Background: an optimization exercise with open tools, aiming at small area and a short achievable clock period. Do not read the settings as production practice. In this exercise RTL edits were held to simulation tests only and were not proved equivalent to the original. The clock port is modelled as an ideal driver, which makes a skipped or thinned clock tree look cheaper than it is; a real chip needs a root buffer or a tree. No activity file was given, so power comes from the tool's default toggle rates.

==> flow/design.v <==
module debouncer(
    input clk,
    input resetn,
    input noisy_signal,
    output reg debounced_signal
);
    reg [6:0] counter;
    reg last_stable_signal;
    wire changed = noisy_signal ^ last_stable_signal;
    wire at_interval = ~counter[5] & ~counter[3] & counter[2] & ~counter[1] & counter[0];
    always @(posedge clk or negedge resetn) begin
        if (!resetn) begin
            debounced_signal <= 0;
            last_stable_signal <= 0;
        end else begin
            last_stable_signal <= noisy_signal;
            if (at_interval)
                debounced_signal <= (noisy_signal & last_stable_signal) |
                                    (noisy_signal & debounced_signal) |
                                    (last_stable_signal & debounced_signal);
        end
    end
    always @(posedge clk)
        counter <= changed ? 7'd0 : {~counter[5:0], ~(counter[0] ^ counter[6])};
endmodule
module reset_debouncer(
    input clk,
    input resetn,
    output reg debounced_signal
);
    reg [6:0] counter;
    always @(posedge clk or negedge resetn) begin
        if (!resetn) begin
            counter <= 0;
            debounced_signal <= 0;
        end else begin
            counter <= {~counter[5:0], ~(counter[0] ^ counter[6])};
            if (counter[6] & counter[4] & ~counter[3] & counter[2] & ~counter[1])
                debounced_signal <= 1'b1;
        end
    end
endmodule
module game_logic(
	input clock,
	input resetn,
	input button1,
	input button0,
	input [7:0]player_input,
	output reg [2:0] colour,
	output [9:0] x,
	output [8:0] y,
	output reg plot
);
	reg [8:0] xr;
	reg [7:0] yr;
	assign x = {1'b0, xr};
	assign y = {1'b0, yr};
	wire [9:0] debounced_input;
	wire debounced_resetn;
	genvar g;
	generate
		for (g = 0; g < 8; g = g + 1) begin : deb_col
			debouncer d(.clk(clock), .resetn(resetn), .noisy_signal(player_input[g]),
				.debounced_signal(debounced_input[g]));
		end
	endgenerate
	debouncer debounce_8(.clk(clock), .resetn(resetn), .noisy_signal(button1),
		.debounced_signal(debounced_input[8]));
	debouncer debounce_9(.clk(clock), .resetn(resetn), .noisy_signal(button0),
		.debounced_signal(debounced_input[9]));
	reset_debouncer debounce_reset(.clk(clock), .resetn(resetn),
		.debounced_signal(debounced_resetn));
	reg [2:0] height [0:7];
	reg [5:0] same [0:7];
	reg turn;
	reg win_flag;
	function above(input [2:0] h, input integer k);
		case (k)
			0: above = h[2] | h[1] | h[0];
			1: above = h[2] | h[1];
			2: above = h[2] | (h[1] & h[0]);
			3: above = h[2];
			4: above = h[2] & (h[1] | h[0]);
			default: above = h[2] & h[1];
		endcase
	endfunction
	function [2:0] inc(input [2:0] h);
		inc = {h[2] | (h[1] & h[0]), h[1] ^ h[0], ~h[0]};
	endfunction
	reg [5:0] mine [0:7];
	integer c, k, d;
	always @* begin
		for (c = 0; c < 8; c = c + 1)
			for (k = 0; k < 6; k = k + 1)
				mine[c][k] = above(height[c], k) & same[c][k];
	end
	reg line;
	always @* begin
		line = 1'b0;
		for (c = 0; c < 8; c = c + 1)
			for (k = 0; k < 6; k = k + 1) begin
				if (k < 3)
					line = line | (mine[c][k] & mine[c][k+1] & mine[c][k+2] & mine[c][k+3]);
				if (c < 5)
					line = line | (mine[c][k] & mine[c+1][k] & mine[c+2][k] & mine[c+3][k]);
				if (c < 5 && k < 3)
					line = line | (mine[c][k] & mine[c+1][k+1] & mine[c+2][k+2] & mine[c+3][k+3]);
				if (c < 5 && k > 2)
					line = line | (mine[c][k] & mine[c+1][k-1] & mine[c+2][k-2] & mine[c+3][k-3]);
			end
	end
	wire button_ok = turn ? debounced_input[8] : debounced_input[9];
	reg [7:0] place;
	always @* begin
		for (c = 0; c < 8; c = c + 1)
			place[c] = debounced_input[c] & ~(height[c][2] & height[c][1]) & button_ok;
	end
	wire any_place = |place;
	function mod5is(input [5:0] q, input integer r);
		integer n;
		begin
			mod5is = 1'b0;
			for (n = r; n < 46; n = n + 5)
				if (q == n) mod5is = 1'b1;
		end
	endfunction
	wire x_wrap = xr[8] & xr[6] & xr[5] & xr[3];    
	wire y_wrap = yr[7] & yr[6] & yr[5] & yr[4];    
	wire x_cell_end = (xr[2:0] == 3'd7) & mod5is(xr[8:3], 4);
	wire x_grid_end = (xr[2:0] == 3'd3) & mod5is(xr[8:3], 0);
	reg [7:0] col;       
	reg x_grid;
	reg [5:0] lvl;
	always @* begin
		for (k = 0; k < 6; k = k + 1)
			lvl[k] = (yr >= 40 * (5 - k)) && (yr < 40 * (6 - k));
	end
	wire y_grid = ~yr[2] & mod5is({1'b0, yr[7:3]}, 0);
	wire on_grid = x_grid | y_grid;
	reg cell_occ, cell_same;
	reg [2:0] hsel;
	reg [5:0] ssel;
	always @* begin
		hsel = 3'd0;
		ssel = 6'd0;
		for (c = 0; c < 8; c = c + 1) begin
			hsel = hsel | ({3{col[c]}} & height[c]);
			ssel = ssel | ({6{col[c]}} & same[c]);
		end
		cell_occ = 1'b0;
		cell_same = 1'b0;
		for (k = 0; k < 6; k = k + 1) begin
			cell_occ = cell_occ | (lvl[k] & above(hsel, k));
			cell_same = cell_same | (lvl[k] & ssel[k]);
		end
	end
	wire cell_own = cell_same ^ turn;
	always @(posedge clock) begin
		if (!debounced_resetn) begin
			xr <= 0;
			yr <= 0;
			colour <= 3'b000;
			plot <= 1'b0;
			col <= 8'd1;
			x_grid <= 1'b1;
			turn <= 1'b0;
			win_flag <= 1'b0;
			for (c = 0; c < 8; c = c + 1)
				height[c] <= 0;
		end else begin
			for (c = 0; c < 8; c = c + 1)
				if (place[c])
					height[c] <= inc(height[c]);
			if (any_place)
				turn <= ~turn;
			if (line)
				win_flag <= 1'b1;
			if (win_flag)
				colour <= turn ? 3'b100 : 3'b010;
			else if (on_grid)
				colour <= 3'b001;
			else if (cell_occ)
				colour <= cell_own ? 3'b010 : 3'b100;
			else
				colour <= 3'b111;
			if (x_wrap) begin
				xr <= 9'd0;
				col <= 8'd1;
				x_grid <= 1'b1;
				if (y_wrap)
					yr <= 8'd0;
				else
					yr <= yr + 8'd1;
			end else begin
				xr <= xr + 9'd1;
				if (x_cell_end) begin
					col <= col << 1;
					x_grid <= 1'b1;
				end else if (x_grid_end)
					x_grid <= 1'b0;
			end
			plot <= 1'b1;
		end
	end
	always @(posedge clock) begin
		for (c = 0; c < 8; c = c + 1)
			for (k = 0; k < 6; k = k + 1)
				same[c][k] <= ~above(height[c], k) | (same[c][k] ^ any_place);
	end
endmodule
==> flow/flow/run.sh <==
#!/bin/bash
# The standard layout, with these changes:
# - the port buffers that every input and output gets are buf_2 cells (ORFS
#   picks a slow delay cell otherwise, which its repair then leaves alone);
# - denser core (68 %) and larger clock-tree sink clusters (fewer leaf buffers);
# - after clock tree synthesis, flow/clock_top.tcl rebuilds the top of the
#   tree: the leaf buffers stay, everything above them is replaced by 4
#   buffers that the clock port drives directly, one per quarter of the core,
#   so every register's clock arrives earlier, all alike.
# The clock period, constraints and every other step are unchanged.
set -euo pipefail
MARGIN=${MARGIN:-5.7}
KNOBS="CORE_UTILIZATION=68 SETUP_SLACK_MARGIN=$MARGIN CTS_CLUSTER_SIZE=25 CTS_CLUSTER_DIAMETER=60"
PORTS="BUFFER_PORTS_ARGS=-buffer_cell sky130_fd_sc_hd__buf_2"
bash standard.sh $KNOBS "$PORTS" cts > standard_cts.log 2>&1
R=orfs/results/sky130hd/game_logic/base
TOP_CELL=sky130_fd_sc_hd__clkbuf_8 ODB=$R/4_cts.odb ODB_OUT=$R/4_cts.odb openroad -no_init -exit flow/clock_top.tcl > clock_top.log 2>&1
bash standard.sh $KNOBS "$PORTS" finish > standard.log 2>&1
==> flow/flow/clock_top.tcl <==
read_db $::env(ODB)
set block [ord::get_db_block]
set port_net [$block findNet clock]

proc out_net { inst } {
  foreach it [$inst getITerms] {
    if { [$it isOutputSignal] } { return [$it getNet] }
  }
  foreach it [$inst getITerms] {
    if { [[$it getMTerm] getIoType] == "OUTPUT" } { return [$it getNet] }
  }
  return ""
}
proc in_iterm { inst } {
  foreach it [$inst getITerms] {
    if { [$it isInputSignal] } { return $it }
  }
  return ""
}
# a clock buffer whose output drives something (CTS also adds buffers with a
# free output as dummy loads; those count as sinks)
proc is_dummy { inst } {
  if { ![string match "sky130_fd_sc_hd__clkbuf_*" [[$inst getMaster] getName]] } { return 0 }
  return [expr {![is_buf $inst]}]
}
proc is_buf { inst } {
  if { ![string match "sky130_fd_sc_hd__clkbuf_*" [[$inst getMaster] getName]] } { return 0 }
  set onet [out_net $inst]
  if { $onet == "" || $onet == "NULL" } { return 0 }
  return [expr {[llength [$onet getITerms]] > 1}]
}

# walk the tree from the port
set upper {}
set leaves {}
set front [list $port_net]
while { [llength $front] } {
  set next {}
  foreach net $front {
    foreach it [$net getITerms] {
      if { ![$it isInputSignal] } { continue }
      set inst [$it getInst]
      if { ![is_buf $inst] } { continue }
      set onet [out_net $inst]
      set drives_buf 0
      set drives_sink 0
      foreach lt [$onet getITerms] {
        if { [$lt getInst] == $inst } { continue }
        if { [is_dummy [$lt getInst]] } { continue }
        if { [is_buf [$lt getInst]] } { set drives_buf 1 } else { set drives_sink 1 }
      }
      if { $drives_sink } {
        if { $drives_buf } {
          puts "[$inst getName] drives both buffers and registers: the tree is left as it is"
          write_db $::env(ODB_OUT)
          exit
        }
        lappend leaves $inst
      } else {
        lappend upper $inst
        lappend next $onet
      }
    }
  }
  set front $next
}
foreach it [$port_net getITerms] {
  if { ![is_buf [$it getInst]] } { error "the clock port drives a non-buffer" }
}
puts "[llength $upper] upper buffers, [llength $leaves] leaf buffers"
if { [llength $leaves] < 5 } {
  puts "too few leaves: the tree is left as it is"
  write_db $::env(ODB_OUT)
  exit
}

# remove the upper levels, with any dummy loads on their nets
set dummy_list {}
foreach net [concat [list $port_net] [lmap b $upper {out_net $b}]] {
  foreach it [$net getITerms] {
    set inst [$it getInst]
    if { [$it isInputSignal] && [is_dummy $inst] } { lappend dummy_list $inst }
  }
}
set dummies [llength $dummy_list]
foreach inst $dummy_list { odb::dbInst_destroy $inst }
foreach b $leaves { [in_iterm $b] disconnect }
foreach b $upper {
  set onet [out_net $b]
  odb::dbInst_destroy $b
  odb::dbNet_destroy $onet
}
puts "removed [llength $upper] upper buffers and $dummies dummy loads"

# split the leaves into 4 groups: halves by x, then each half by y
proc centre { inst } {
  set bb [$inst getBBox]
  return [list [expr {([$bb xMin] + [$bb xMax]) / 2}] [expr {([$bb yMin] + [$bb yMax]) / 2}]]
}
set pts {}
foreach b $leaves { lappend pts [concat [list $b] [centre $b]] }
set pts [lsort -integer -index 1 $pts]
set h [expr {[llength $pts] / 2}]
set groups {}
foreach half [list [lrange $pts 0 [expr {$h - 1}]] [lrange $pts $h end]] {
  set half [lsort -integer -index 2 $half]
  set q [expr {[llength $half] / 2}]
  lappend groups [lrange $half 0 [expr {$q - 1}]] [lrange $half $q end]
}
set db [$block getDataBase]
set top_cell sky130_fd_sc_hd__clkbuf_16
if { [info exists ::env(TOP_CELL)] } { set top_cell $::env(TOP_CELL) }
set master [$db findMaster $top_cell]
if { [info exists ::env(LEAF_CELL)] } {
  set lm [$db findMaster $::env(LEAF_CELL)]
  foreach b $leaves { $b swapMaster $lm }
  puts "leaf buffers are now $::env(LEAF_CELL)"
}
set n 0
foreach grp $groups {
  incr n
  set nb [odb::dbInst_create $block $master "clkbuf_top_${n}_clock"]
  set nnet [odb::dbNet_create $block "clknet_top_${n}_clock"]
  $nnet setSigType CLOCK
  set sx 0; set sy 0
  foreach p $grp {
    [in_iterm [lindex $p 0]] connect $nnet
    incr sx [lindex $p 1]; incr sy [lindex $p 2]
  }
  $nb setLocation [expr {$sx / [llength $grp]}] [expr {$sy / [llength $grp]}]
  $nb setPlacementStatus PLACED
  foreach nit [$nb getITerms] {
    set sig [[$nit getMTerm] getSigType]
    if { $sig == "POWER" || $sig == "GROUND" } { continue }
    if { [$nit isOutputSignal] } { $nit connect $nnet } elseif { [$nit isInputSignal] } { $nit connect $port_net }
  }
  puts "clkbuf_top_${n}_clock drives [llength $grp] leaf buffers"
}
puts "clock port now drives [llength [$port_net getITerms]] cell pins"
detailed_placement
check_placement
write_db $::env(ODB_OUT)
==> flow/standard.sh <==
#!/bin/bash
# synth_recipe.tcl (not shown) runs the flow's synth.tcl, then flattens the netlist and writes it again
# the make line also repeats each setting of config.mk as NAME=value (left out here)
make -C /OpenROAD-flow-scripts/flow DESIGN_CONFIG=/design/flow/config.mk WORK_HOME=/design/flow/orfs CLKGATE_MAP_FILE= SYNTH_SCRIPT=/design/flow/synth_recipe.tcl "${@:-finish}"
==> flow/config.mk <==
export PLATFORM = sky130hd
export DESIGN_NAME = game_logic
export DESIGN_NICKNAME = game_logic
export VERILOG_FILES = /design/flow/design.v
export SDC_FILE = /design/flow/constraint.sdc
export NUM_CORES = 4
export LEC_CHECK = 0
export CAP_MARGIN = 20
export CORE_MARGIN = 2
export CORE_UTILIZATION = 40
export SLEW_MARGIN = 20
==> flow/constraint.sdc <==
create_clock -name core_clock -period 8.0 [get_ports {clock}]
set_input_delay 1.6000 -clock core_clock [delete_from_list [all_inputs] [get_ports {clock}]]
set_output_delay 1.6000 -clock core_clock [all_outputs]
set_load 0.01 [all_outputs]
==> results of run 1 <==
timing repair:
action                     CTS  global route
setup buffers               19             0
resized for setup           59            10
setup endpoints to repair   71            72
registers in the layout, indices dropped and copies added (netlist names), 8 cells and up:
| register | cells |
|---|---|
| same | 48 |
| xr | 9 |
| col | 8 |
| deb_col.d.last_stable_signal | 8 |
| yr | 8 |
| deb_col.d.debounced_signal | 8 |
| height | 24 |
| deb_col.d.counter | 56 |
power groups by stage:
stage | Sequential (mW) | Clock, mW | Combinational (mW)
after CTS | 1.16 | 0.783 | 0.309
final | 1.16 | 0.718 | 0.310
after global routing | 1.17 | 0.767 | 0.337
after floorplan | 1.16 | 0 | 0.264
after detailed placement | 1.19 | 0 | 0.303
after global placement | 1.18 | 0 | 0.285
synthesized netlist by cell type, types with 22 or more instances:
cell type / number
buf_2: 22
nor3_1: 26
nand2_1: 61
clkbuf_1: 24
dfrtp_1: 28
a22oi_1: 39
o21ai_0: 39
nor2_1: 146
inv_1: 34
ha_1: 31
xnor2_1: 62
nand3_1: 48
dfxtp_1: 174
a21oi_1: 22
metal layers:
metal,wire length [µm],up-vias,global-route usage [%]
met5,0,-,0
met4,880,0,13.3
met3,1990,77,7.46
met2,11700,399,57.3
met1,9870,3701,45.4
li1,-,3568,-
layout make-up:
cell class	instances	area, µm²	area share, %
Timing Repair Buffer	52	433	4.31
Buffer	4	55.1	0.548
Multi-Input combinational cell	706	4550	45.3
Clock inverter	6	120	1.20
Tap cell	176	220	2.19
Sequential cell	202	4260	42.3
Inverter	35	131	1.31
Clock buffer	14	287	2.85
worst paths after layout:
kind                       slack, ns  cells past startpoint                          startpoint                                   endpoint
max in group asynchronous       6.29                      1                              resetn  deb_col[4].d.debounced_signal$_DFFE_PN0P_
setup / recovery                5.60                      1                  yr[0]$_SDFFE_PN0P_                                       y[0]
setup reg to reg                5.69                      6           height[6][2]$_SDFFE_PN0P_                      win_flag$_SDFFE_PN0P_
min in group asynchronous       1.27                      1                              resetn  deb_col[1].d.last_stable_signal$_DFF_PN0_
hold reg to reg                 0.37                      1  deb_col[3].d.counter[4]$_SDFF_PP0_         deb_col[3].d.counter[5]$_SDFF_PP0_
hold / removal                  0.37                      1  deb_col[3].d.counter[4]$_SDFF_PP0_         deb_col[3].d.counter[5]$_SDFF_PP0_
cells by family (layout without fill, tap and decap cells):
logic type,count (synthesis),in the layout,share of synthesized area (%)
other cells,1,2,0.0411
simple gates,376,376,20.2
mux,9,9,1.00
flops,202,202,45.9
buf+inv,92,111,4.68
fa+ha+maj,31,31,4.25
xor+xnor,83,83,7.97
compound gates,205,205,15.9
==> summary.txt, run 1 <==
Outcome
  – Status: finished clean

Global route
  – Initial antenna violation count: 0
  – Total Routing Usage GR: 34.9%
  – Vias in the first global route: 7505
  – Largest net degree at the start of global routing: 50
  – Aggregate global routing overflow: 0
  – First-pass GRT wire length: 39800 µm

Synth
  – Dominant cells by area after synthesis: dfxtp_1 (38%), dfrtp_1 (7.7%), nor2_1 (6.0%)
  – Post-Synthesis Cells: 999
  – FF+latch count, synth: 202
  – Sequential share of the synthesized area: 45.9%
  – Top FF cell, synth: dfxtp_1
  – Largest area contributor in the netlist: dfxtp_1
  – Post-synth cell types: 68
  – Cell Area, Synth: 9120 µm²
  – Ys Warns: 6
  – Synth async-reset ratio: 13.9%
  – Post-synth top area share: 38.2%
  – Post-synth EDFFs: 0
  – Syn avg cell area: 9.13 µm²

Power
  – Reg power frac: 53.1%
  – Clock power share: 32.8%
  – Combinational Power Share: 14.1%
  – Pwr Density: 218 nW/µm²
  – Sw Pwr: 0.605 mW
  – LEAKAGE: 3.69 nW
  – Internal: 1.59 mW
  – Power consumption: 2.19 mW
  – Switching fraction of total power: 27.6%
  – Max VDD drop: 0.249 mV

Die
  – Die ar.: 14400 µm²
  – Cell row count: 42
  – Initial core utilization: 69.1%
  – IO Count: 35
  – Die X: 120 µm
  – Core area: 13200 µm²
  – Die Y: 120 µm

Drt
  – Antenna Nets Post-Route: 0
  – DRC Markers: 0
  – Vias: 7745
  – Initial DRC count: 942
  – Routed WL: 24400 µm
  – Routed length per instance: 20.4 µm
  – Avg Vias per Cell: 6.48
  – DRT Pass-1 Iters: 6

Place
  – Dpl cell area: 9220 µm²
  – Pre-CTS setup slack: 5.50 ns
  – Detailed Place HPWL: 16700 µm
  – GP Congestion: 1.04
  – Number of buffers added on ports: 32
  – Post-Place Cells: 1152

Worst setup path
  – Crit-path max cell delay: 0.36 ns
  – Max FO, Critical Path: 2
  – Family with the most delay on the worst path: flip-flops
  – Worst path cell trace: buf_6
  – Worst EP required: 6.40 ns
  – Launching element type of the critical path: register
  – Setup CP Type: register to output port
  – Buffers & Inverters on Critical Path: 1
  – Slowest CP cell: dfxtp_4
  – Crit path DAT: 0.80 ns
  – Nature of the critical path endpoint: output port

Timing
  – Period utilization: 30.0%
  – Clk_skew: 0.0418 ns
  – Min Hold Slack: 0.373 ns
  – Min cycle time layout: 2.40 ns
  – FMAX: 416 MHz
  – Hold Violations, Final: 0
  – Max Slew Vio Count: 0
  – Max-slew headroom: 57.6%
  – Post-route worst setup slack: 5.60 ns
  – RSZ-0062 raised after global routing: yes
  – # setup viols final: 0
  – Slew @ Worst Pin: 0.635 ns
  – Final TNS setup: 0 ns

Layout
  – Area delta synth->final: 10.2%
  – Most common cell after layout, fill and taps aside: nor2_1
  – Cell Count, Final, Fillers Out: 1195
  – Fill cells: 841
  – Final instance area: 10000 µm²
  – ANT cells: 0
  – Fin util: 76.2%
  – Layout cells sized above 1: 12.0%
  – Most frequent cells in the layout: nor2_1 (146), dfxtp_1 (145), xnor2_1 (62), nand2_1 (61), nand3_1 (48)
  – Nets@finish: 1055

Clock network
  – Clock H-tree levels: 1
  – Worst skew pair latency: 0.33 ns
  – # hold bufs at CTS: 0
  – CTS tree: done
  – TritonCTS buffer count: 14
  – CTS sink cnt: 202
  – Clk buf depth: 3
  – Clock slew seen by the registers of the worst setup and hold paths: 0.09 ns
  – Root Buffer: clkbuf_16

Run
  – Maxcap violations: 0

Hold path
  – Hold WC Path Type: register to register
==> run 2, diff against run 1 <==
--- a/flow/flow/run.sh
+++ b/flow/flow/run.sh
@@ -10,9 +10,9 @@
 # The clock period, constraints and every other step are unchanged.
 set -euo pipefail
 MARGIN=${MARGIN:-5.7}
-KNOBS="CORE_UTILIZATION=68 SETUP_SLACK_MARGIN=$MARGIN CTS_CLUSTER_SIZE=25 CTS_CLUSTER_DIAMETER=60"
+KNOBS="CORE_UTILIZATION=68 SETUP_SLACK_MARGIN=$MARGIN CTS_CLUSTER_SIZE=20 CTS_CLUSTER_DIAMETER=50"
 PORTS="BUFFER_PORTS_ARGS=-buffer_cell sky130_fd_sc_hd__buf_2"
 bash standard.sh $KNOBS "$PORTS" cts > standard_cts.log 2>&1
 R=orfs/results/sky130hd/game_logic/base
-TOP_CELL=sky130_fd_sc_hd__clkbuf_8 ODB=$R/4_cts.odb ODB_OUT=$R/4_cts.odb openroad -no_init -exit flow/clock_top.tcl > clock_top.log 2>&1
+ODB=$R/4_cts.odb ODB_OUT=$R/4_cts.odb openroad -no_init -exit flow/clock_top.tcl > clock_top.log 2>&1
 bash standard.sh $KNOBS "$PORTS" finish > standard.log 2>&1
==> summary.txt, run 2 <==
Outcome
  – Status: finished clean

Die
  – Core area: 13200 µm²
  – Initial core utilization: 69.1%
  – Die ar.: 14400 µm²
  – Cell row count: 42
  – Die X: 120 µm
  – IO Count: 35
  – Die Y: 120 µm

Synth
  – XOR/XNOR share of the synthesized area: 7.97%
  – Cell Area, Synth: 9120 µm²
  – Synth cell count leaders: dfxtp_1 (174), nor2_1 (146), xnor2_1 (62), nand2_1 (61), nand3_1 (48)
  – Syn avg cell area: 9.13 µm²
  – Largest area contributor in the netlist: dfxtp_1
  – Synth async-reset ratio: 13.9%
  – Synth Area in Adders: 4.25%
  – Simple-gate portion of the synthesized area: 20.2%
  – FF+latch count, synth: 202
  – Sequential share of the synthesized area: 45.9%
  – Top FF cell, synth: dfxtp_1
  – Post-synth top area share: 38.2%
  – Dominant cells by area after synthesis: dfxtp_1 (38%), dfrtp_1 (7.7%), nor2_1 (6.0%)
  – Largest family of logic cells by synthesized area: simple AND/OR/NAND/NOR gates
  – Post-synth EDFFs: 0
  – Post-synth cell types: 68
  – Multiplexer share of the synthesized area: 1.00%
  – Ys Warns: 6
  – Compound-Gate Fraction of Synth Area: 15.9%
  – Cell with the most instances after synthesis: dfxtp_1
  – Post-Synthesis Cells: 999

Clock network
  – Clock H-tree levels: 1
  – # hold bufs at CTS: 0
  – Clock slew seen by the registers of the worst setup and hold paths: 0.08 ns
  – Root Buffer: clkbuf_16
  – TritonCTS buffer count: 19
  – Clk buf depth: 3
  – CTS sink cnt: 202
  – Worst skew pair latency: 0.50 ns
  – CTS tree: done

Timing
  – Max Slew Vio Count: 0
  – Max-slew headroom: 58.0%
  – Hold Violations, Final: 0
  – Final TNS setup: 0 ns
  – RSZ-0062 raised after global routing: yes
  – FMAX: 389 MHz
  – Period utilization: 32.1%
  – Slew @ Worst Pin: 0.624 ns
  – # setup viols final: 0
  – Min Hold Slack: 0.381 ns
  – Post-route worst setup slack: 5.43 ns
  – Min cycle time layout: 2.57 ns
  – Clk_skew: 0.0154 ns

Layout
  – ANT cells: 0
  – Nets@finish: 1061
  – Most frequent cells in the layout: nor2_1 (146), dfxtp_1 (141), xnor2_1 (62), nand2_1 (60), nand3_1 (48)
  – Layout cells sized above 1: 13.8%
  – Area delta synth->final: 13.0%
  – Top reg by flops: deb_col.d.counter
  – Largest register FFs: 56
  – Most common cell after layout, fill and taps aside: nor2_1
  – Biggest regs: deb_col.d.counter: 56 flops, same: 48 flops, height: 24 flops

Worst setup path
  – Reg2Reg Depth: 9
  – R2r setup slk: 5.77 ns
  – Setup CP Type: register to output port
  – Slowest CP cell: dfxtp_4
  – Family with the most delay on the worst path: flip-flops
  – Max FO, Critical Path: 2
  – Worst path cell trace: buf_6
  – Nature of the critical path endpoint: output port
  – Crit path DAT: 0.97 ns
  – Worst path depth: 1
  – FF-to-FF End: win_flag$_SDFFE_PN0P_
  – Crit-path max cell delay: 0.35 ns
  – Critical R2R Launch: height[3][0]$_SDFFE_PN0P_
  – Launching element type of the critical path: register
  – Buffers & Inverters on Critical Path: 1
  – Worst EP required: 6.40 ns

Hold path
  – Worst hold path depth: 1
  – Worst hold start: deb_col[7].d.counter[4]$_SDFF_PP0_
  – Hold WC Path Type: register to register
  – Worst-case hold path end point: deb_col[7].d.counter[5]$_SDFF_PP0_

Global route
  – Initial antenna violation count: 0
  – Gr busiest metal: met2
  – Total Routing Usage GR: 36.3%
  – Largest net degree at the start of global routing: 50
  – Met2 Use GR: 60.5%
  – Met1 usage: 46.0%
  – Aggregate global routing overflow: 0
  – Met3 usage: 6.70%
  – First-pass GRT wire length: 41500 µm
  – Vias in the first global route: 7791

Power
  – Max VDD drop: 0.249 mV
  – LEAKAGE: 3.80 nW
  – Power consumption: 2.44 mW
  – Pwr Density: 237 nW/µm²

Drt
  – Routed length per instance: 21.4 µm
  – DRT Pass-1 Iters: 8
  – Initial DRC count: 941
  – Antenna Nets Post-Route: 0
  – Vias: 7980
  – DRC Markers: 0
  – Routed WL: 25800 µm
  – Avg Vias per Cell: 6.61

Place
  – Pre-CTS setup slack: 5.50 ns
  – Number of buffers added on ports: 32
  – GP Congestion: 1.04
  – Detailed Place HPWL: 16700 µm

Run
  – Maxcap violations: 0
## run 2: cell count changes in the layout (fill, tap and decap cells not counted), sizes merged
cell,delta
inv,+5
buf,+2
clkinvlp,+2
clkbuf,+3
## run 2: worst register-to-register path, stage by stage (launching register included)
cell and delay [ns]:
dfxtp_1 0.37, inv_1 0.12, ha_1 0.17, nand3b_1 0.11, buf_4 0.19, buf_4 0.13
nor4_1 0.04, or4b_1 0.54, nor3_2 0.24, a41oi_1 0.15
## run 2: how the worst max path moves through the flow
stage	startpoint	to	slack, ns
final	yr[7]$_SDFFE_PN0P_	y[7]	5.43
after global routing	yr[7]$_SDFFE_PN0P_	y[7]	5.41
after CTS	yr[5]$_SDFFE_PN0P_	y[5]	5.42
after detailed placement	yr[5]$_SDFFE_PN0P_	y[5]	5.50
after global placement	yr[5]$_SDFFE_PN0P_	y[5]	5.55
after floorplan	player_input[0]	deb_col[0].d.counter[0]$_SDFF_PP0_	5.88
## run 2: kinds of logic (layout without fill, tap and decap cells)
group | count (synthesis) | after routing
other cells | 1 | 2
buf+inv | 92 | 123
fa+ha+maj | 31 | 31
flops | 202 | 202
simple gates | 376 | 376
compound gates | 205 | 205
xor+xnor | 83 | 83
mux | 9 | 9
## run 2: stage by stage
stage | instances | cell area [µm²] | utilization, %
2_1_floorplan | 1000 | 9120 | -
3_3_place_gp | 1152 | 9220 | 69.9
3_5_place_dp | 1152 | 9220 | 69.9
4_1_cts | 1205 | 10200 | 77.5
5_1_grt | 1207 | 10300 | 78.1
6_report | 1207 | 10300 | 78.1
## run 2: area by class of cell
class | count | area (µm²)
inverter | 35 | 131
tap | 176 | 220
fill | 811 | 2880
sequential | 202 | 4260
multi-input combinational | 706 | 4580
clock inverter | 13 | 184
timing repair buffer | 54 | 448
clock buffer | 21 | 483
## run 2: what timing repair did
item / 4_1_cts / 5_1_grt
gates resized for setup: 58 / 24
setup endpoints to repair: 71 / 71
setup buffers: 19 / 2
hold endpoints to repair: 0 / 0
## run 2: where the power goes
part	internal, mW	total, mW	switching (mW)
clock network	0.504	0.950	0.447
registers	1.09	1.17	0.0836
logic	0.145	0.318	0.173
total	1.74	2.44	0.703
## run 2: layer usage
layer	share of wire (%)	wire length, µm
met5	0	0
met4	4.6	1180
met3	8.0	2070
met2	49	12600
met1	39	9990
==> run 3, diff against run 2 <==
--- a/flow/flow/run.sh
+++ b/flow/flow/run.sh
@@ -10,7 +10,7 @@
 # The clock period, constraints and every other step are unchanged.
 set -euo pipefail
 MARGIN=${MARGIN:-5.7}
-KNOBS="CORE_UTILIZATION=68 SETUP_SLACK_MARGIN=$MARGIN CTS_CLUSTER_SIZE=20 CTS_CLUSTER_DIAMETER=50"
+KNOBS="CORE_UTILIZATION=68 SETUP_SLACK_MARGIN=$MARGIN CTS_CLUSTER_SIZE=25 CTS_CLUSTER_DIAMETER=80"
 PORTS="BUFFER_PORTS_ARGS=-buffer_cell sky130_fd_sc_hd__buf_2"
 bash standard.sh $KNOBS "$PORTS" cts > standard_cts.log 2>&1
 R=orfs/results/sky130hd/game_logic/base
==> summary.txt, run 3 <==
Clock network
  – CTS sink cnt: 202
  – Clock H-tree levels: 1
  – Clock slew seen by the registers of the worst setup and hold paths: 0.10 ns
  – Root Buffer: clkbuf_16
  – # hold bufs at CTS: 0
  – Worst skew pair latency: 0.32 ns
  – Clk buf depth: 3
  – TritonCTS buffer count: 12
  – CTS tree: done

Place
  – Number of buffers added on ports: 32
  – GP Congestion: 1.04
  – Detailed Place HPWL: 16700 µm

Layout
  – Top reg by flops: deb_col.d.counter
  – Area of the multi-input gates: 4560 µm²
  – Fill cells: 834
  – Layout cells sized above 1: 11.9%
  – Most common cell after layout, fill and taps aside: nor2_1
  – Most frequent cells in the layout: nor2_1 (146), dfxtp_1 (145), xnor2_1 (62), nand2_1 (61), nand3_1 (48)
  – Area delta synth->final: 9.85%
  – Biggest regs: deb_col.d.counter: 56 flops, same: 48 flops, height: 24 flops
  – ANT cells: 0
  – Nets@finish: 1056
  – Largest register FFs: 56
  – Register area: 4260 µm²

Worst setup path
  – Worst path cell trace: buf_6
  – Max FO, Critical Path: 2
  – R2r setup slk: 5.64 ns
  – Reg2Reg Depth: 6
  – Family with the most delay on the worst path: flip-flops
  – Crit-path max cell delay: 0.36 ns
  – Crit path DAT: 0.79 ns
  – Worst EP required: 6.40 ns
  – Slowest CP cell: dfxtp_4
  – Setup CP Type: register to output port
  – Launching element type of the critical path: register
  – FF-to-FF End: win_flag$_SDFFE_PN0P_
  – Buffers & Inverters on Critical Path: 1
  – Critical R2R Launch: height[6][2]$_SDFFE_PN0P_
  – Nature of the critical path endpoint: output port

Synth
  – Largest area contributor in the netlist: dfxtp_1
  – Cell Area, Synth: 9120 µm²
  – Synth async-reset ratio: 13.9%
  – FF+latch count, synth: 202
  – Post-synth cell types: 68
  – Cell with the most instances after synthesis: dfxtp_1
  – Syn avg cell area: 9.13 µm²
  – Ys Warns: 6
  – Dominant cells by area after synthesis: dfxtp_1 (38%), dfrtp_1 (7.7%), nor2_1 (6.0%)
  – Post-synth EDFFs: 0
  – Post-synth top area share: 38.2%
  – Sequential share of the synthesized area: 45.9%
  – Top FF cell, synth: dfxtp_1
  – Synth cell count leaders: dfxtp_1 (174), nor2_1 (146), xnor2_1 (62), nand2_1 (61), nand3_1 (48)
  – Post-Synthesis Cells: 999

Global route
  – Met2 Use GR: 58.5%
  – Met1 usage: 45.0%
  – First-pass GRT wire length: 40100 µm
  – Largest net degree at the start of global routing: 50
  – Vias in the first global route: 7635
  – Met3 usage: 7.08%
  – Initial antenna violation count: 0
  – Aggregate global routing overflow: 0
  – Gr busiest metal: met2
  – Total Routing Usage GR: 35.2%

Die
  – IO Count: 35
  – Core area: 13200 µm²
  – Die X: 120 µm
  – Initial core utilization: 69.1%
  – Die ar.: 14400 µm²
  – Cell row count: 42
  – Die Y: 120 µm

Timing
  – Max-slew headroom: 56.0%
  – Hold Violations, Final: 0
  – Period utilization: 29.8%
  – RSZ-0062 raised after global routing: yes
  – FMAX: 419 MHz
  – Clk_skew: 0.0438 ns
  – # setup viols final: 0
  – Max Slew Vio Count: 0
  – Min cycle time layout: 2.39 ns
  – Slew @ Worst Pin: 0.659 ns
  – Final TNS setup: 0 ns

Drt
  – DRC Markers: 0
  – Antenna Nets Post-Route: 0
  – Vias: 7834
  – Initial DRC count: 845
  – DRT Pass-1 Iters: 6
  – Routed WL: 25000 µm
  – Routed length per instance: 20.9 µm
  – Avg Vias per Cell: 6.56

Hold path
  – Worst-case hold path end point: debounce_reset.counter[2]$_DFF_PN0_
  – Worst hold start: debounce_reset.counter[1]$_DFF_PN0_
  – Worst hold path depth: 1
  – Hold WC Path Type: register to register

Power
  – Pwr Density: 214 nW/µm²
  – Max VDD drop: 0.255 mV
  – Power consumption: 2.15 mW
  – LEAKAGE: 3.68 nW

Outcome
  – Status: finished clean

Run
  – Maxcap violations: 0
-- run 3: cell count changes in the layout (fill, tap and decap cells not counted), moves of 2 or more --
cell / previous run / this run
inv_6: 2 / 0
dfxtp_1: 141 / 145
o21ai_2: 4 / 6
clkinvlp_4: 2 / 0
dfxtp_2: 19 / 15
clkbuf_16: 19 / 13
clkinv_8: 3 / 0
clkbuf_1: 2 / 4
o21ai_1: 10 / 8
a2111oi_0: 2 / 4
-- run 3: kinds of logic (layout without fill, tap and decap cells) --
group	after synthesis	after routing	share of synthesized area [%]
AOI/OAI and AO/OA	205	205	15.9
xor gates and xnor gates	83	83	7.97
adders and majority gates	31	31	4.25
buffers and inverters	92	110	4.68
DFF	202	202	45.9
muxes	9	9	1.00
other	1	2	0.0411
and+or+nand+nor	376	376	20.2
-- run 3: where the power goes --
part / internal, mW / switching [mW] / total (mW)
clock: 0.341 / 0.322 / 0.663
combinational: 0.145 / 0.172 / 0.317
sequential: 1.09 / 0.0793 / 1.17
-- run 3: worst max-delay path by stage --
stage                                              end  cells after the start                from  slack (ns)
CTS                                               y[5]                      1  yr[5]$_SDFFE_PN0P_        5.45
global route                                      x[4]                      1    xr[4]$_SDFF_PP0_        5.60
floorplan           deb_col[0].d.counter[0]$_SDFF_PP0_                      2     player_input[0]        5.88
detailed placement                                y[5]                      1  yr[5]$_SDFFE_PN0P_        5.50
global placement                                  y[5]                      1  yr[5]$_SDFFE_PN0P_        5.55
finish                                            x[4]                      1    xr[4]$_SDFF_PP0_        5.61
-- run 3: final cells by class --
cell class / instances / area share, %
plain buffers: 4 / 0.999
clock buffers: 13 / 2.40
clock inverters: 3 / 0.550
inverters: 35 / 1.31
multi-input cells: 706 / 45.5
flip-flops and latches: 202 / 42.5
well taps: 176 / 2.20
repair buffers: 55 / 4.55
-- run 3: per-stage QoR --
stage | util [%] | area [µm²] | setup WS, ns | std cells | hold WS (ns)
floorplan | - | 9120 | 5.88 | 1000 | 0.345
global placement | 69.9 | 9220 | 5.55 | 1152 | 0.367
detailed placement | 69.9 | 9220 | 5.50 | 1152 | 0.372
CTS | 75.5 | 9960 | 5.45 | 1192 | 0.386
global route | 76.0 | 10000 | 5.60 | 1194 | 0.397
finish | 76.0 | 10000 | 5.61 | 1194 | 0.392
-- run 3: repair_timing --
action,CTS,global route
endpoints found under the hold margin,0,0
resized for setup,58,14
buffers inserted,20,2
setup endpoints to repair,71,72
pin swaps,0,1
-- run 3: routing by layer --
metal	up-vias	wire, µm
met3	114	2200
met1	3703	9730
met2	455	11900
li1	3562	-
met4	0	1140
met5	-	0
==> run 4, diff against run 3 <==
--- a/flow/design.v
+++ b/flow/design.v
@@ -88,7 +88,7 @@
 		inc = {h[2] | (h[1] & h[0]), h[1] ^ h[0], ~h[0]};
 	endfunction
 	reg [5:0] mine [0:7];
-	integer c, k, d;
+	integer c, k;
 	always @* begin
 		for (c = 0; c < 8; c = c + 1)
 			for (k = 0; k < 6; k = k + 1)
==> flow/flow/run.sh (replaced) <==
#!/bin/bash
# The standard layout, with these changes:
# - the port buffers that every input and output gets are buf_2 cells (ORFS
#   picks a slow delay cell otherwise, which its repair then leaves alone);
# - denser core (68 %) and larger clock-tree sink clusters (fewer leaf buffers);
# - after clock tree synthesis, flow/clock_top.tcl rebuilds the top of the
#   tree: the leaf buffers stay, everything above them is replaced by 4
#   buffers that the clock port drives directly, one per quarter of the core,
#   so every register's clock arrives earlier, all alike.  The two levels
#   are inverters (clkinv_8 at the top, clkinv_16 at the leaves), which are
#   faster than buffers; two inversions keep every register on the rising
#   edge of the clock port.
# The clock period, constraints and every other step are unchanged.
set -euo pipefail
MARGIN=${MARGIN:-5.7}
KNOBS="CORE_UTILIZATION=68 SETUP_SLACK_MARGIN=$MARGIN CTS_CLUSTER_SIZE=25 CTS_CLUSTER_DIAMETER=60"
PORTS="BUFFER_PORTS_ARGS=-buffer_cell sky130_fd_sc_hd__buf_2"
bash standard.sh $KNOBS "$PORTS" cts > standard_cts.log 2>&1
R=orfs/results/sky130hd/game_logic/base
LEAF_CELL=sky130_fd_sc_hd__clkinv_16 TOP_CELL=sky130_fd_sc_hd__clkinv_8 ODB=$R/4_cts.odb ODB_OUT=$R/4_cts.odb openroad -no_init -exit flow/clock_top.tcl > clock_top.log 2>&1
bash standard.sh $KNOBS "$PORTS" finish > standard.log 2>&1
--- a/flow/flow/clock_top.tcl
+++ b/flow/flow/clock_top.tcl
@@ -74,6 +74,30 @@
   exit
 }
 
+# replace a cell by one of another master, keeping its input and output nets
+proc replace_cell { inst master } {
+  set block [$inst getBlock]
+  set name [$inst getName]
+  set in_net [[in_iterm $inst] getNet]
+  set o_net [out_net $inst]
+  set loc [$inst getLocation]
+  odb::dbInst_destroy $inst
+  set ni [odb::dbInst_create $block $master $name]
+  $ni setLocation [lindex $loc 0] [lindex $loc 1]
+  $ni setPlacementStatus PLACED
+  foreach it [$ni getITerms] {
+    set sig [[$it getMTerm] getSigType]
+    if { $sig == "POWER" || $sig == "GROUND" } { continue }
+    if { [$it isOutputSignal] } { $it connect $o_net } elseif { [$it isInputSignal] } { $it connect $in_net }
+  }
+  return $ni
+}
+if { [info exists ::env(LEAF_CELL)] } {
+  set lm [[$block getDataBase] findMaster $::env(LEAF_CELL)]
+  set leaves [lmap b $leaves {replace_cell $b $lm}]
+  puts "leaf buffers are now $::env(LEAF_CELL)"
+}
+
 # remove the upper levels, with any dummy loads on their nets
 set dummy_list {}
 foreach net [concat [list $port_net] [lmap b $upper {out_net $b}]] {
@@ -111,11 +135,7 @@
 set top_cell sky130_fd_sc_hd__clkbuf_16
 if { [info exists ::env(TOP_CELL)] } { set top_cell $::env(TOP_CELL) }
 set master [$db findMaster $top_cell]
-if { [info exists ::env(LEAF_CELL)] } {
-  set lm [$db findMaster $::env(LEAF_CELL)]
-  foreach b $leaves { $b swapMaster $lm }
-  puts "leaf buffers are now $::env(LEAF_CELL)"
-}
+
 set n 0
 foreach grp $groups {
   incr n
==> summary.txt, run 4 <==
Synth
  – Cell Area, Synth: 9120 µm²
  – Dominant cells by area after synthesis: dfxtp_1 (38%), dfrtp_1 (7.7%), nor2_1 (6.0%)
  – Syn avg cell area: 9.13 µm²
  – Sequential share of the synthesized area: 45.9%
  – Cell with the most instances after synthesis: dfxtp_1
  – FF+latch count, synth: 202
  – Post-Synthesis Cells: 999
  – Post-synth cell types: 68
  – Ys Warns: 6
  – Largest area contributor in the netlist: dfxtp_1
  – Synth async-reset ratio: 13.9%
  – Top FF cell, synth: dfxtp_1
  – Post-synth top area share: 38.2%
  – Post-synth EDFFs: 0
  – Synth cell count leaders: dfxtp_1 (174), nor2_1 (146), xnor2_1 (62), nand2_1 (61), nand3_1 (48)

Place
  – GP Congestion: 1.04
  – Detailed Place HPWL: 16700 µm
  – Number of buffers added on ports: 32
  – Post-Place Cells: 1152

Worst setup path
  – Buffers & Inverters on Critical Path: 0
  – Slowest CP cell: dfxtp_1
  – Worst path cell trace: nand2_1, a2111oi_0, nor3_1, or4b_1, nor3_2, a41oi_1
  – FF-to-FF End: win_flag$_SDFFE_PN0P_
  – Max FO, Critical Path: 16
  – Crit path DAT: 2.47 ns
  – R2r setup slk: 5.66 ns
  – Family with the most delay on the worst path: compound AO/OA/AOI/OAI gates
  – Launching element type of the critical path: register
  – Critical R2R Launch: height[6][2]$_SDFFE_PN0P_
  – Worst EP required: 8.13 ns
  – Setup CP Type: register to register
  – Reg2Reg Depth: 6
  – Nature of the critical path endpoint: register
  – Crit-path max cell delay: 0.73 ns

Drt
  – Routed length per instance: 20.7 µm
  – Met3 WL post-DR: 1960 µm
  – Avg Vias per Cell: 6.50
  – Antenna Nets Post-Route: 0
  – DRT met1 WL: 9900 µm
  – Routed wl met2: 11900 µm
  – Routed WL: 24800 µm
  – DRT Pass-1 Iters: 6
  – Initial DRC count: 859
  – Vias: 7767
  – Top routing layer used: met4
  – DRC Markers: 0

Layout
  – Most frequent cells in the layout: nor2_1 (146), dfxtp_1 (145), xnor2_1 (62), nand2_1 (61), nand3_1 (48)
  – Biggest regs: deb_col.d.counter: 56 flops, same: 48 flops, height: 24 flops
  – Largest register FFs: 56
  – Nets@finish: 1055
  – ANT cells: 0
  – Layout cells sized above 1: 12.0%
  – Area delta synth->final: 10.9%
  – Top reg by flops: deb_col.d.counter
  – Cell Count, Final, Fillers Out: 1195
  – Most common cell after layout, fill and taps aside: nor2_1
  – Fill cells: 840

Global route
  – Initial antenna violation count: 0
  – First-pass GRT wire length: 40200 µm
  – Total Routing Usage GR: 35.4%
  – Largest net degree at the start of global routing: 50
  – Vias in the first global route: 7582
  – Aggregate global routing overflow: 0

Timing
  – Min cycle time layout: 2.34 ns
  – Max-slew headroom: 57.0%
  – Hold Violations, Final: 0
  – RSZ-0062 raised after global routing: yes
  – Period utilization: 29.2%
  – Clk_skew: 0.0540 ns
  – Slew @ Worst Pin: 0.639 ns
  – FMAX: 428 MHz
  – # setup viols final: 0
  – Max Slew Vio Count: 0
  – Final TNS setup: 0 ns

Hold path
  – Worst hold start: deb_col[6].d.counter[4]$_SDFF_PP0_
  – Worst hold path depth: 1
  – Worst-case hold path end point: deb_col[6].d.counter[5]$_SDFF_PP0_
  – Hold WC Path Type: register to register

Die
  – Initial core utilization: 69.1%
  – IO Count: 35
  – Core area: 13200 µm²
  – Die X: 120 µm
  – Die Y: 120 µm
  – Cell row count: 42
  – Die ar.: 14400 µm²

Power
  – Sw Pwr: 0.746 mW
  – Clock power share: 31.6%
  – Internal: 1.42 mW
  – Max VDD drop: 0.204 mV
  – Switching fraction of total power: 34.5%
  – Power consumption: 2.16 mW
  – Pwr Density: 214 nW/µm²
  – Combinational Power Share: 14.4%
  – Reg power frac: 54.0%
  – LEAKAGE: 3.68 nW

Outcome
  – Status: finished clean

Clock network
  – Worst skew pair latency: 0.22 ns
  – Clock slew seen by the registers of the worst setup and hold paths: 0.07 ns
  – CTS sink cnt: 202

Run
  – Maxcap violations: 0
## run 4: changes by cell type in the layout (fill, tap and decap cells not counted), sizes merged
cell,change
clkinv,+18
buf,-3
clkbuf,-14
## run 4: logic make-up after synthesis
kind of cell,Yosys count,share of synthesized area (%)
compound gates,205,15.9
mux,9,1.00
fa+ha+maj,31,4.25
buf+inv,92,4.68
other cells,1,0.0411
xor+xnor,83,7.97
flops,202,45.9
simple gates,376,20.2
## run 4: layout make-up
class                   count  area [µm²]  share of cell area (%)
multi-input cells         706        4560                    45.0
flip-flops and latches    202        4260                    42.1
inverters                  50         527                    5.21
repair buffers             52         427                    4.22
well taps                 176         220                    2.18
clock inverters             6         120                    1.19
clock buffers               3        11.3                   0.111
## run 4: routing by layer
metal / vias up / GRT usage, %
met5: - / 0
met4: 0 / 14.5
met3: 100 / 7.37
met2: 390 / 58.2
met1: 3730 / 45.7
li1: 3547 / -
## run 4: power by group through the flow
stage	clock, mW	combinational (mW)	sequential (mW)
2_1_floorplan	0	0.264	1.16
3_3_place_gp	0	0.285	1.18
3_5_place_dp	0	0.303	1.19
4_1_cts	0.783	0.309	1.16
5_1_grt	0.749	0.339	1.17
6_report	0.684	0.311	1.17
## run 4: how the worst max path moves through the flow
| stage | startpoint | to | slack, ns | cells after the start |
|---|---|---|---|---|
| 6_report | height[6][2]$_SDFFE_PN0P_ | win_flag$_SDFFE_PN0P_ | 5.66 | 6 |
| 4_1_cts | yr[3]$_SDFFE_PN0P_ | y[3] | 5.45 | 1 |
| 3_3_place_gp | yr[5]$_SDFFE_PN0P_ | y[5] | 5.55 | 1 |
| 2_1_floorplan | player_input[0] | deb_col[0].d.counter[0]$_SDFF_PP0_ | 5.88 | 2 |
| 5_1_grt | height[2][1]$_SDFFE_PN0P_ | win_flag$_SDFFE_PN0P_ | 5.64 | 7 |
| 3_5_place_dp | yr[5]$_SDFFE_PN0P_ | y[5] | 5.50 | 1 |
## run 4: stage by stage
step | setup slack [ns] | hold slack (ns) | instance area (µm²) | utilization, %
floorplan | 5.88 | 0.345 | 9120 | -
global placement | 5.55 | 0.367 | 9220 | 69.9
detailed placement | 5.50 | 0.372 | 9220 | 69.9
CTS | 5.45 | 0.385 | 10100 | 76.3
global route | 5.64 | 0.362 | 10100 | 76.7
finish | 5.66 | 0.344 | 10100 | 76.7
## run 4: repair_timing
action                     CTS  global route
hold endpoints to repair     0             0
setup endpoints to repair   71            57
setup buffers               19             0
gates resized for setup     59            11
hold buffers                 0             0
==> run 5, diff against run 4 <==
--- a/flow/flow/run.sh
+++ b/flow/flow/run.sh
@@ -12,7 +12,7 @@
 #   edge of the clock port.
 # The clock period, constraints and every other step are unchanged.
 set -euo pipefail
-MARGIN=${MARGIN:-5.7}
+MARGIN=${MARGIN:-5.8}
 KNOBS="CORE_UTILIZATION=68 SETUP_SLACK_MARGIN=$MARGIN CTS_CLUSTER_SIZE=25 CTS_CLUSTER_DIAMETER=60"
 PORTS="BUFFER_PORTS_ARGS=-buffer_cell sky130_fd_sc_hd__buf_2"
 bash standard.sh $KNOBS "$PORTS" cts > standard_cts.log 2>&1
==> summary.txt, run 5 <==
Worst setup path
  – Crit path DAT: 0.69 ns
  – Crit-path max cell delay: 0.35 ns
  – Max FO, Critical Path: 2
  – Worst path depth: 1
  – Critical R2R Launch: height[6][0]$_SDFFE_PN0P_
  – Reg2Reg Depth: 9
  – Launching element type of the critical path: register
  – Slowest CP cell: dfxtp_4
  – CP startpoint: yr[0]$_SDFFE_PN0P_
  – Family with the most delay on the worst path: flip-flops
  – Buffers & Inverters on Critical Path: 1
  – Setup CP Type: register to output port
  – Worst path cell trace: buf_6
  – CP Capture Point: y[0]
  – Worst EP required: 6.40 ns
  – FF-to-FF End: win_flag$_SDFFE_PN0P_
  – R2r setup slk: 5.79 ns
  – Nature of the critical path endpoint: output port

Synth
  – Dominant cells by area after synthesis: dfxtp_1 (38%), dfrtp_1 (7.7%), nor2_1 (6.0%)
  – Cell with the most instances after synthesis: dfxtp_1
  – Post-Synthesis Cells: 999
  – Top FF cell, synth: dfxtp_1
  – Syn avg cell area: 9.13 µm²
  – Simple-gate portion of the synthesized area: 20.2%
  – Largest area contributor in the netlist: dfxtp_1
  – Largest family of logic cells by synthesized area: simple AND/OR/NAND/NOR gates
  – Synth cell count leaders: dfxtp_1 (174), nor2_1 (146), xnor2_1 (62), nand2_1 (61), nand3_1 (48)
  – Multiplexer share of the synthesized area: 1.00%
  – FF+latch count, synth: 202
  – Synth async-reset ratio: 13.9%
  – Synth Area in Adders: 4.25%
  – Post-synth cell types: 68
  – Compound-Gate Fraction of Synth Area: 15.9%
  – Cell Area, Synth: 9120 µm²
  – Ys Warns: 6
  – Post-synth top area share: 38.2%
  – Post-synth EDFFs: 0
  – XOR/XNOR share of the synthesized area: 7.97%
  – Sequential share of the synthesized area: 45.9%

Power
  – Pwr Density: 211 nW/µm²
  – LEAKAGE: 3.74 nW
  – Max VDD drop: 0.199 mV

Drt
  – DRT Pass-1 Iters: 5
  – Routed length per instance: 20.9 µm
  – Top routing layer used: met4
  – Avg Vias per Cell: 6.58
  – Routed wl met2: 12200 µm
  – Antenna Nets Post-Route: 0
  – DRC Markers: 0
  – DRT met1 WL: 10000 µm
  – Met3 WL post-DR: 1970 µm
  – Vias: 7922
  – Routed WL: 25100 µm
  – Initial DRC count: 851

Global route
  – Largest net degree at the start of global routing: 50
  – Vias in the first global route: 7589
  – Initial antenna violation count: 0
  – Aggregate global routing overflow: 0
  – Total Routing Usage GR: 35.5%
  – First-pass GRT wire length: 40300 µm

Hold path
  – Hold WC Path Type: register to register

Die
  – Die ar.: 14400 µm²
  – Core area: 13200 µm²
  – Cell row count: 42
  – Die X: 120 µm
  – Initial core utilization: 69.1%
  – IO Count: 35
  – Die Y: 120 µm

Timing
  – FMAX: 436 MHz
  – Period utilization: 28.7%
  – Min cycle time layout: 2.29 ns
  – Slew @ Worst Pin: 0.664 ns
  – Max Slew Vio Count: 0
  – Hold Violations, Final: 0
  – # setup viols final: 0
  – Final TNS setup: 0 ns
  – Clk_skew: 0.0562 ns
  – Max-slew headroom: 55.3%
  – RSZ-0062 raised after global routing: yes

Layout
  – Biggest regs: deb_col.d.counter: 56 flops, same: 48 flops, height: 24 flops
  – ANT cells: 0
  – Area delta synth->final: 12.6%
  – Area of the multi-input gates: 4610 µm²
  – Fin util: 77.8%
  – Most frequent cells in the layout: nor2_1 (146), dfxtp_1 (137), xnor2_1 (62), nand2_1 (60), nand3_1 (48)
  – Cell Count, Final, Fillers Out: 1204
  – Nets@finish: 1064
  – Fill cells: 827
  – Top reg by flops: deb_col.d.counter
  – Layout cells sized above 1: 14.3%
  – Register area: 4280 µm²
  – Most common cell after layout, fill and taps aside: nor2_1
  – Largest register FFs: 56

Clock network
  – CTS sink cnt: 202
  – # hold bufs at CTS: 0
  – Worst skew pair latency: 0.22 ns
  – Clock slew seen by the registers of the worst setup and hold paths: 0.06 ns

Place
  – Post-Place Cells: 1152
  – Detailed Place HPWL: 16700 µm
  – GP Congestion: 1.04
  – Number of buffers added on ports: 32

Outcome
  – Status: finished clean

Run
  – Maxcap violations: 0
==> run 5: cell counts after synthesis <==
No cell type changed its count.
==> run 5: cells by family (layout without fill, tap and decap cells) <==
kind of cell | Yosys count | in the layout
other | 1 | 2
buffers and inverters | 92 | 120
AND/OR/NAND/NOR | 376 | 376
flip-flops | 202 | 202
XOR/XNOR | 83 | 83
adder cells (fa/ha/maj) | 31 | 31
multiplexers | 9 | 9
AO/OA/AOI/OAI | 205 | 205
==> run 5: worst min-delay path by stage <==
stage,startpoint,endpoint,slack [ns],cells after the start
floorplan,debounce_reset.debounced_signal$_DFFE_PN0P_,plot$_DFF_P_,0.35,0
global placement,deb_col[7].d.counter[4]$_SDFF_PP0_,deb_col[7].d.counter[5]$_SDFF_PP0_,0.37,1
CTS,deb_col[7].d.counter[4]$_SDFF_PP0_,deb_col[7].d.counter[5]$_SDFF_PP0_,0.39,1
detailed placement,deb_col[7].d.counter[4]$_SDFF_PP0_,deb_col[7].d.counter[5]$_SDFF_PP0_,0.37,1
global route,deb_col[6].d.counter[4]$_SDFF_PP0_,deb_col[6].d.counter[5]$_SDFF_PP0_,0.36,1
finish,deb_col[6].d.counter[4]$_SDFF_PP0_,deb_col[6].d.counter[5]$_SDFF_PP0_,0.34,1
==> run 5: area by class of cell <==
class                      instances  area share [%]
sequential                       202            41.6
timing repair buffer              61            4.90
clock buffer                       3           0.110
inverter                          50            5.13
clock inverter                     6            1.17
tap                              176            2.14
multi-input combinational        706            44.9
==> run 5: where the power goes <==
part           internal [mW]  switching, mW
sequential              1.09         0.0793
clock                  0.184          0.502
combinational          0.146          0.166
==> run 5: routing by layer <==
layer,global-route usage (%),up-vias
li1,-,3570
met1,46.3,3848
met2,58.5,408
met3,7.18,96
met4,13.8,0
met5,0,-
==> run 5: metrics by stage <==
| stage | power, mW | worst slack (ns) | hold WS, ns | area, µm² |
|---|---|---|---|---|
| after floorplan | 1.43 | 5.88 | 0.345 | 9120 |
| after CTS | 2.25 | 5.45 | 0.385 | 10100 |
| final | 2.16 | 5.71 | 0.343 | 10300 |
| after global placement | 1.46 | 5.55 | 0.367 | 9220 |
| after detailed placement | 1.49 | 5.50 | 0.372 | 9220 |
| after global routing | 2.26 | 5.68 | 0.362 | 10300 |
==> run 5: repair_timing <==
item / 4_1_cts / 5_1_grt
resized for setup: 66 / 31
pin swaps: 0 / 1
setup buffers: 20 / 8
endpoints found under the setup margin: 71 / 73
==> run 6, diff against run 5 <==
--- a/flow/flow/run.sh
+++ b/flow/flow/run.sh
@@ -12,10 +12,10 @@
 #   edge of the clock port.
 # The clock period, constraints and every other step are unchanged.
 set -euo pipefail
-MARGIN=${MARGIN:-5.8}
+MARGIN=${MARGIN:-5.7}
 KNOBS="CORE_UTILIZATION=68 SETUP_SLACK_MARGIN=$MARGIN CTS_CLUSTER_SIZE=25 CTS_CLUSTER_DIAMETER=60"
 PORTS="BUFFER_PORTS_ARGS=-buffer_cell sky130_fd_sc_hd__buf_2"
 bash standard.sh $KNOBS "$PORTS" cts > standard_cts.log 2>&1
 R=orfs/results/sky130hd/game_logic/base
-LEAF_CELL=sky130_fd_sc_hd__clkinv_16 TOP_CELL=sky130_fd_sc_hd__clkinv_8 ODB=$R/4_cts.odb ODB_OUT=$R/4_cts.odb openroad -no_init -exit flow/clock_top.tcl > clock_top.log 2>&1
+LEAF_CELL=sky130_fd_sc_hd__inv_16 TOP_CELL=sky130_fd_sc_hd__clkinv_8 ODB=$R/4_cts.odb ODB_OUT=$R/4_cts.odb openroad -no_init -exit flow/clock_top.tcl > clock_top.log 2>&1
 bash standard.sh $KNOBS "$PORTS" finish > standard.log 2>&1
==> summary.txt, run 6 <==
Outcome
  – Status: finished clean

Die
  – Cell row count: 42
  – Die ar.: 14400 µm²
  – Die X: 120 µm
  – Die Y: 120 µm
  – Initial core utilization: 69.1%
  – IO Count: 35
  – Core area: 13200 µm²

Synth
  – XOR/XNOR share of the synthesized area: 7.97%
  – Post-Synthesis Cells: 999
  – Simple-gate portion of the synthesized area: 20.2%
  – Multiplexer share of the synthesized area: 1.00%
  – Synth async-reset ratio: 13.9%
  – Ys Warns: 6
  – Synth cell count leaders: dfxtp_1 (174), nor2_1 (146), xnor2_1 (62), nand2_1 (61), nand3_1 (48)
  – Largest family of logic cells by synthesized area: simple AND/OR/NAND/NOR gates
  – FF+latch count, synth: 202
  – Largest area contributor in the netlist: dfxtp_1
  – Post-synth top area share: 38.2%
  – Sequential share of the synthesized area: 45.9%
  – Compound-Gate Fraction of Synth Area: 15.9%
  – Syn avg cell area: 9.13 µm²
  – Dominant cells by area after synthesis: dfxtp_1 (38%), dfrtp_1 (7.7%), nor2_1 (6.0%)
  – Top FF cell, synth: dfxtp_1
  – Cell with the most instances after synthesis: dfxtp_1
  – Synth Area in Adders: 4.25%
  – Post-synth cell types: 68
  – Post-synth EDFFs: 0
  – Cell Area, Synth: 9120 µm²

Power
  – Max VDD drop: 0.212 mV
  – Power consumption: 2.13 mW
  – Pwr Density: 212 nW/µm²
  – LEAKAGE: 3.66 nW

Drt
  – Initial DRC count: 850
  – Routed WL: 24500 µm
  – Vias: 7756
  – Antenna Nets Post-Route: 0
  – Routed length per instance: 20.5 µm
  – DRC Markers: 0
  – Avg Vias per Cell: 6.49
  – DRT Pass-1 Iters: 6

Place
  – Number of buffers added on ports: 32
  – Pre-CTS setup slack: 5.50 ns
  – GP Congestion: 1.04
  – Detailed Place HPWL: 16700 µm

Timing
  – Max Slew Vio Count: 0
  – Max-slew headroom: 57.9%
  – Slew @ Worst Pin: 0.626 ns
  – Period utilization: 29.0%
  – Min cycle time layout: 2.32 ns
  – Hold Violations, Final: 0
  – Post-route worst setup slack: 5.68 ns
  – Final TNS setup: 0 ns
  – # setup viols final: 0
  – RSZ-0062 raised after global routing: yes
  – Clk_skew: 0.0594 ns
  – FMAX: 430 MHz

Clock network
  – CTS sink cnt: 202
  – Clock slew seen by the registers of the worst setup and hold paths: 0.08 ns
  – Worst skew pair latency: 0.23 ns

Layout
  – Layout cells sized above 1: 12.0%
  – Largest register FFs: 56
  – Fill cells: 857
  – Biggest regs: deb_col.d.counter: 56 flops, same: 48 flops, height: 24 flops
  – Area delta synth->final: 9.73%
  – ANT cells: 0
  – Most common cell after layout, fill and taps aside: nor2_1
  – Top reg by flops: deb_col.d.counter
  – Most frequent cells in the layout: nor2_1 (146), dfxtp_1 (145), xnor2_1 (62), nand2_1 (61), nand3_1 (48)
  – Nets@finish: 1055

Global route
  – Largest net degree at the start of global routing: 50
  – Aggregate global routing overflow: 0
  – Vias in the first global route: 7537
  – Initial antenna violation count: 0
  – Total Routing Usage GR: 35.1%
  – First-pass GRT wire length: 39900 µm

Run
  – Maxcap violations: 0

Worst setup path
  – Family with the most delay on the worst path: simple AND/OR/NAND/NOR gates
  – Worst EP required: 8.08 ns
  – Slowest CP cell: o21ai_2
  – Buffers & Inverters on Critical Path: 0
  – Crit path DAT: 2.41 ns
  – Launching element type of the critical path: register
  – Nature of the critical path endpoint: register
  – Worst path cell trace: ha_1, o21ai_2, nor4_1, nor4_1, nand2_1, nor3_2, a41oi_1
  – Max FO, Critical Path: 11
  – Most frequent cell on the critical path: nor4_1
  – Setup CP Type: register to register
  – Crit-path max cell delay: 0.46 ns

Hold path
  – Hold WC Path Type: register to register
## run 6: cell types whose count changed in the layout (fill, tap and decap cells not counted), moves of 4 or more
cell / before / now
buf_4: 28 / 19
clkinv_16: 12 / 1
dfxtp_1: 137 / 145
dfxtp_2: 19 / 15
dfxtp_4: 18 / 14
inv_16: 0 / 11
## run 6: worst register-to-register path, stage by stage (launching register included)
cell and delay, ns:
dfxtp_2 0.42, ha_1 0.26, o21ai_2 0.46, nor4_1 0.11, nor4_1 0.41, nand2_1 0.12
nor3_2 0.26, a41oi_1 0.15
## run 6: per-layer routing
metal	vias up	GRT usage, %	share of wire (%)
met4	0	15.5	4.4
met3	97	6.89	8.6
met1	3677	45.2	39
li1	3566	-	-
met2	416	57.6	48
met5	-	0	0
## run 6: kinds of logic after synthesis
group	Yosys count
other	1
adder cells (fa/ha/maj)	31
AO/OA/AOI/OAI	205
flip-flops	202
multiplexers	9
AND/OR/NAND/NOR	376
XOR/XNOR	83
buffers and inverters	92
## run 6: metrics by stage
step	instances	cell area (µm²)	hold slack (ns)	util, %
3_5_place_dp	1152	9220	0.372	69.9
2_1_floorplan	1000	9120	0.345	-
3_3_place_gp	1152	9220	0.367	69.9
4_1_cts	1195	10100	0.385	76.3
5_1_grt	1195	10000	0.364	75.9
6_report	1195	10000	0.346	75.9
## run 6: final timing paths
kind,cells after the start,to,slack (ns),startpoint
setup / recovery,7,win_flag$_SDFFE_PN0P_,5.68,height[2][1]$_SDFFE_PN0P_
hold / removal,1,deb_col[6].d.counter[5]$_SDFF_PP0_,0.35,deb_col[6].d.counter[4]$_SDFF_PP0_
setup reg to reg,7,win_flag$_SDFFE_PN0P_,5.68,height[2][1]$_SDFFE_PN0P_
hold reg to reg,1,deb_col[6].d.counter[5]$_SDFF_PP0_,0.35,deb_col[6].d.counter[4]$_SDFF_PP0_
max in group asynchronous,1,debounce_reset.counter[0]$_DFF_PN0_,6.16,resetn
min in group asynchronous,1,deb_col[7].d.last_stable_signal$_DFF_PN0_,1.38,resetn
## run 6: repair_timing
item,4_1_cts,5_1_grt
hold buffers,0,0
buffers inserted,19,0
gates resized for setup,59,11
setup endpoints to repair,71,60
cloned,0,0
## run 6: power by group
| group | switching (mW) | leakage, nW | internal, mW |
|---|---|---|---|
| Clock | 0.477 | 0.191 | 0.175 |
| Sequential | 0.0774 | 1.78 | 1.09 |
| Combinational | 0.164 | 1.69 | 0.145 |
## run 6: final cells by class
cell class | instances | area, µm² | share of cell area [%]
clock buffer | 3 | 11.3 | 0.113
inverter | 50 | 417 | 4.16
sequential | 202 | 4260 | 42.5
timing repair buffer | 52 | 427 | 4.26
tap | 176 | 220 | 2.20
multi-input combinational | 706 | 4560 | 45.5
clock inverter | 6 | 120 | 1.20

port drivers added, routing unchanged:
Ports are ideal in the flow. The routed layouts listed here were re-timed in OpenROAD.
Step 1 sets driving cells, clkbuf_16 on the clock port and buf_2 on the other inputs (assumed; they add their load-dependent delay and slew).
Step 2 times the ports against the registers' clock, not the clock port: input delays grow and output delays shrink by t, the midpoint of the rising clock arrivals with the driver on.
Three values: ideal ports, drivers, drivers and shift; two values: the first two.
| run | shift t [ns] | setup slack, ns | hold WS [ns] | worst setup path at the end | latest minus earliest clock arrival (ns) |
|---|---|---|---|---|---|
| run 1 | 0.389 | 5.598 / 5.519 / 5.641 | 0.373 / 0.374 / 0.374 | input to register | 0.042 / 0.042 |
| run 2 | 0.542 | 5.428 / 5.383 / 5.611 | 0.381 / 0.381 / 0.381 | input to register | 0.016 / 0.015 |
| run 3 | 0.381 | 5.614 / 5.528 / 5.587 | 0.392 / 0.392 / 0.392 | input to register | 0.044 / 0.044 |
| run 4 | 0.347 | 5.664 / 5.556 / 5.614 | 0.344 / 0.345 / 0.345 | input to register | 0.055 / 0.055 |
| run 5 | 0.349 | 5.707 / 5.551 / 5.612 | 0.343 / 0.343 / 0.343 | input to register | 0.057 / 0.057 |
| run 6 | 0.351 | 5.676 / 5.544 / 5.631 | 0.346 / 0.345 / 0.345 | input to register | 0.059 / 0.060 |
After both steps setup and hold are still met in every run listed. The setup slack of run 5, which loses most, moves by -0.156 ns with the drivers and by -0.095 ns with both steps.
